This design comes from an exercise in tuning for small area on the open sky130 flow, not from production work.
Only simulation tests tie the RTL to the original design; equivalence was not proved.
No activity file was given, so power comes from the tool's default toggle rates.

$ cat run.sh
#!/bin/bash
# synth_recipe.tcl (not shown) runs the flow's synth.tcl, then flattens the netlist and writes it again
# the make line also repeats each setting of config.mk as NAME=value (left out here)
make -C /OpenROAD-flow-scripts/flow DESIGN_CONFIG=/design/flow/config.mk WORK_HOME=/design/flow/orfs CLKGATE_MAP_FILE= SYNTH_SCRIPT=/design/flow/synth_recipe.tcl finish
$ cat config.mk
export PLATFORM = sky130hd
export DESIGN_NAME = top
export DESIGN_NICKNAME = top
export VERILOG_FILES = /design/flow/design.v
export SDC_FILE = /design/flow/constraint.sdc
export NUM_CORES = 4
export LEC_CHECK = 0
export CAP_MARGIN = 20
export CORE_MARGIN = 2
export CORE_UTILIZATION = 40
export SLEW_MARGIN = 20
$ cat constraint.sdc
create_clock -name core_clock -period 25.0 [get_ports {sysclk}]
set_input_delay 5.0000 -clock core_clock [delete_from_list [all_inputs] [get_ports {sysclk}]]
set_output_delay 5.0000 -clock core_clock [all_outputs]
set_load 0.01 [all_outputs]
$ cat design.v
module rtcClkDivider (
	input sys_clk,
	input rst,
	output tick_500Hz,  
	output tick_5s      
);
reg [10:0]counter1;
reg [128:0] counter2;
parameter KEYCHANGE_PERIOD = 5 ;   
localparam [128:0] ctrl = KEYCHANGE_PERIOD*10;
always @(posedge sys_clk) begin
	if (rst) begin
		counter1 <= 0;
		counter2 <= 0;
	end
	else begin
		if (counter1==999) begin
			counter1 <=counter1+1;
		end
		else if (counter1==1999) begin
			counter1 <=0;
		end
		else begin
			counter1<=counter1+1;
		end
		if (counter2==(ctrl/2-1)) begin
			counter2 <=counter2+1;
		end
		else if (counter2==(ctrl-1)) begin
			counter2 <=0;
		end
		else begin
			counter2 <=counter2+1;
		end
	end
end
assign tick_500Hz = !rst && (counter1==999) ;
assign tick_5s = !rst && (counter2==(ctrl/2-1)) ;
endmodule
module timekeeper (
	input clk,     
	input rst,
	input en,
	output[15:0] cur_time	
);
reg [15:0] ct;
always @(posedge clk) begin
	if (rst) begin
		ct <= 0;
	end
	else if (en) begin
		if (ct==16'b1111111111111111) begin
			ct<=0;
		end
		else begin
			ct<=ct+1;
		end
	end
end
assign cur_time =ct ;
endmodule
module hasher (
	input clk,     
	input rst,
	input en,
	input [15:0] cur_time,
	input [15:0] student_id,
	output [15:0] cur_hash	
);
reg [31:0] prev_hash;
reg [15:0] curhash;
always @(*) begin
	prev_hash=cur_hash;
	prev_hash=(cur_time^student_id)-prev_hash;
	prev_hash=prev_hash*prev_hash;
	prev_hash=prev_hash>>8;
	prev_hash=prev_hash & 16'b1111111111111111;
end
always @(posedge clk) begin
	if (rst) begin
		curhash <= 0;
	end
	else if (en) begin
		curhash <= prev_hash[15:0];
	end
end
assign cur_hash = curhash ;
endmodule
module buttonFsm (
	input clk,
	input rst,
	input en,
	input button,    
	output stateful_button
);
reg sb;
reg [1:0] state;
always @(posedge clk) begin
	if (rst) begin
		state <= 0;
	end
	else if (en) begin
	case(state)
	0:
	begin
		if (button) begin
			state <=3;
		end
		else begin
			state <=0;	
		end	
	end
	1:
	begin
		if (button) begin
			state <=2;
		end
		else begin
			state <=1;	
		end	
	end
	2:
	begin
		if (button) begin
			state <=2;
		end
		else begin
			state <=0;	
		end	
	end
	3:
	begin
		if (button) begin
			state <=3;
		end
		else begin
			state <=1;	
		end	
	end
	default: begin
	end
	endcase
	end
end
always @(state or button) begin
	sb=0;
	case(state)
	0:
	begin
		if (button) begin
			sb=1;
		end
		else begin
			sb=0;	
		end	
	end
	1:
	begin
		if (button) begin
			sb=0;
		end
		else begin
			sb=1;	
		end	
	end
	2:
	begin
		if (button) begin
			sb=0;
		end
		else begin
			sb=0;
		end	
	end
	3:
	begin
		if (button) begin
			sb=1;
		end
		else begin
			sb=1;
		end	
	end
	default:
	 begin
	end
	endcase
end
assign stateful_button = sb ;
endmodule
module b16toBCD (
	input [15:0] to_display,
	input enable,
	output [3:0] D5,	
	output [3:0] D4,	
	output [3:0] D3,	
	output [3:0] D2,	
	output [3:0] D1	
);
	reg [15:0] temp;
	reg [3:0] t5;	
	reg [3:0] t4;
	reg [3:0] t3;
	reg [3:0] t2;
	reg [3:0] t1;
	always @(enable or to_display) begin
		temp = to_display ;
		if (enable==0) begin
			t5 = 4'b1111 ;
			t4 = 4'b1111 ;
			t3 = 4'b1111 ;
			t2 = 4'b1111 ;
			t1 = 4'b1111 ;
		end	
		else begin
			t1 = temp % 10 ;
			temp =temp/10 ;
			t2 = temp % 10 ;
			temp =temp/10 ;
			t3 = temp % 10 ;
			temp =temp/10 ;
			t4 = temp % 10 ;
			temp =temp/10 ;
			t5 = temp % 10 ;
		end
	end
	assign D5 =t5 ;
	assign D4 = t4 ;
	assign D3 = t3 ;
	assign D2 =  t2;
	assign D1 = t1 ;
endmodule
module top (
	input sysclk,     
	input rst,        
	input button_in,
	input [15:0] student_id,
	output[3:0] D5_out,	
	output[3:0] D4_out,	
	output[3:0] D3_out,	
	output[3:0] D2_out,	
	output[3:0] D1_out		
);
wire tick500;
wire tick5s;
wire [15:0] curtime;
wire [15:0] curhash;
wire disp;
rtcClkDivider clkd(
	.sys_clk(sysclk),    
	.rst(rst),
	.tick_500Hz(tick500), 
	.tick_5s(tick5s)
	);
timekeeper timekep(
	.clk(sysclk),    
	.rst(rst),
	.en(tick5s),
	.cur_time(curtime)	
	);
hasher hs(
	.clk(sysclk),  
	.rst(rst),
	.en(tick5s),
	.cur_time(curtime),
	.student_id(student_id),
	.cur_hash(curhash)	
	);
buttonFsm button(
	.clk(sysclk),
	.rst(rst),
	.en(tick500),
	.button(button_in),    
	.stateful_button(disp)
	);
b16toBCD display(
	.to_display(curhash),
	.enable(disp),
	.D5(D5_out),	
	.D4(D4_out),
	.D3(D3_out),
	.D2(D2_out),
	.D1(D1_out)
	);
endmodule
==> results.yml <==
grt:
  antenna_found_initial: 2
  grt_pass1_wl_mm: 107
  grt_max_degree: 78
  grt_overflow: 0
  grt_pass1_vias: 21300
  groute.usage.overall_pct: 21.5
yosys:
  yosysSeqAreaShare_pct: 15.0
  ys_ff_latch: 174
  ys_async_sr_fraction_pct: 0
  synth_cell_types: 119
  syn_avg_cell_area_sq_um: 7.70
  ys.flop_type: "dfxtp_1"
  syn_area_sq_um: 23200
  yosysWarningCount: 5
  synth-edff-count: 0
  syn_inst: 3013
  syn_nets: 3336
floorplan:
  die_x_um: 245
  fp-row-count: 88
  pin_count: 39
  die_h_um: 245
  start_util_pct: 40.4
  core_sq_um: 57500
  dieArea_sq_um: 59900
timing:
  rsz0062_at_grt: "no"
  setup_ws_ps: 2800
  tightest_slew_ps: 1060
  fin_crit_ps: 22200
  hold_viol: 0
  slew_headroom_pct: 29.2
  skew_ps: 20.4
  setup_viol: 0
  max_freq_ghz: 0.0450
  period_share_pct: 88.8
  finalSetupTns_ps: 0
  drv_slew: 0
pwr:
  ir_drop_mv: 0.447
  power_frac_clock_pct: 8.8
  comb_power_share_pct: 82.0
  p_int_mw: 1.46
  p_sw_share_pct: 51.9
  seqPwrFrac_pct: 9.2
  p_leak_nw: 10.9
  switching_power_mw: 1.57
  cellPowerDensity_nw_per_um2: 122
clock_network:
  cts_tree: "done"
  cts.sinks: 174
  cts_max_level: 4
  hold_buffers: 0
  cts_root_buf: "clkbuf_16"
  cts_buffers: 17
  clkLatencyLatePin_ps: 450
  clock_path_buffers: 2
  path_clk_slew_ps: 80
  postCtsSetupRepairBufs: 0
  cts-resized-gates: 0
drt:
  vias_per_cell: 5.68
  ant_nets: 0
  num_vias: 21300
  drc: 0
  dr.pass1.iters: 6
  wl_mm: 63.8
  avgRoutedWirePerCell_um: 17.0
  drt_iter0_markers: 1442
cells_and_area:
  nets: 3302
  area_growth_pct: 7.03
  final_common_cell: "nor2_1"
  layout_common_cells: "nor2_1 (389), inv_1 (308), nand2_1 (258), fa_1 (189), dfxtp_1 (174)"
  antennaDiodeCount: 0
  drive_gt1_share_pct: 4.81
worst_setup_path:
  reg2reg_slack_ps: 13410
  crit_fanout: 19
  slowest_stage: "nor3_2"
  worstPathRequired_ps: 20000
  reg2reg_depth: 44
  r2r_end: "hs.curhash[15]"
  reg2reg_from: "hs.curhash[2]"
  crit_path_end_kind: "primary output"
  crit_type: "reg2out"
  worstPathArrival_ps: 17200
  critPathLaunchType: "flip-flop"
  critPathMaxStageDelay_ps: 880
hold_path:
  whs_endpoint: "clkd.counter1[0]"
  whs_path_depth: 1
  min_from: "clkd.counter1[0]"
  hold_class: "reg2reg"
place:
  io_buffers: 38
  dpl.hpwl_mm: 50.4
  place_ws_ps: 3560
  gp_congestion: 0.929
run_status:
  outcome: "finished clean"
job:
  drv_cap: 0
area by class of cell:
type,count,area (sq um)
multi-input combinational,2399,18000
sequential,174,3480
tap,765,957
clock buffer,18,439
fill,5790,32600
timing repair buffer,65,603
inverter,322,1210
clock inverter,14,148
routing by layer:
metal  GRT usage, %  routed length (um)  up-vias
li1               -                   -    10300
met1           27.9               28700    10400
met2           38.0               31300      514
met3           2.06                2420      100
met4           5.94                1370        4
met5              0                  26        -
power groups by stage:
stage	Sequential, mW	Clock [mW]	Combinational (mW)
after floorplan	0.285	0	1.86
after global placement	0.285	0	2.48
after detailed placement	0.285	0	2.51
after CTS	0.278	0.275	2.54
after global routing	0.279	0.284	2.89
final	0.278	0.266	2.49
worst max-delay path, delay by kind of cell, from the launching register on:
family	cells	cell delay, ps
flip-flops	1	720
buffers and inverters	6	1190
adder cells (fa/ha/maj)	2	610
AO/OA/AOI/OAI	20	5240
AND/OR/NAND/NOR	19	7990
multiplexers	3	970
state kept, by name, summed over array words and instances (netlist names):
name and flops:
clkd.counter2 129, hs.curhash 16, clkd.counter1 11, button.state 2, timekep.ct 16
synth_stat cells, drive strengths merged (41+ instances only):
cell    count  area share, %
or3        50            1.3
xor2      139            5.2
and3       61            1.6
a21o       46            1.5
inv       312            5.1
ha        115            6.2
a21oi     147            3.3
xnor2     110            4.2
nor2      391            6.4
dfxtp     174             15
nand3     106            2.3
nor4       53            1.5
nand2b     41            1.1
fa        189             16
o21ai     125            2.7
nand2     258            4.2
nor3       66            1.7
clkbuf     86            1.4
how the worst max path moves through the flow:
stage	startpoint	endpoint	slack [ps]
after floorplan	hs.curhash[13]	D4_out[2]	7680
after global placement	hs.curhash[13]	D4_out[2]	4110
after detailed placement	hs.curhash[13]	D4_out[2]	3560
after CTS	hs.curhash[13]	D4_out[2]	2970
after global routing	hs.curhash[13]	D4_out[2]	1280
final	hs.curhash[13]	D4_out[2]	2800
logic make-up (layout without fill, tap and decap cells):
logic type	count (synthesis)	count (layout)	share of synthesized area [%]
XOR/XNOR	249	249	9.40
flip-flops	174	174	15.0
AO/OA/AOI/OAI	625	625	18.8
AND/OR/NAND/NOR	1182	1182	25.0
adder cells (fa/ha/maj)	314	314	22.9
multiplexers	29	29	1.31
buffers and inverters	440	419	7.52
through the flow:
stage	total power, mW	hold WS, ps	area, sq um	cells	util (%)
global placement	2.77	424	24200	3724	42.1
global route	3.45	487	24800	3757	43.2
floorplan	2.15	413	23200	3013	-
detailed placement	2.80	433	24200	3725	42.2
finish	3.03	448	24800	3757	43.2
CTS	3.09	444	24800	3757	43.2

static timing again, ports no longer ideal:
In the flow no input, the clock included, has a driving cell. The finished layout below was timed again as built, in two steps.
Step 1, drivers: a clkbuf_16 drives sysclk and a buf_2 each remaining input, both assumed.
Step 2 also shifts input and output timing later by t, the mid clock arrival at the registers, as if the neighbouring blocks saw the same clock.
Slacks: ideal / step 1 / step 2; pairs: ideal / step 1.
t, ns: 0.496
slack for setup (ns): 2.798 / 2.742 / 3.238
worst hold slack (ns): 0.448 / 0.448 / 0.448
cell pins on the clock port's net: 1
After both steps this run still meets setup and hold. The setup slack of this run moves by -0.056 ns with the drivers and by +0.440 ns with both steps.
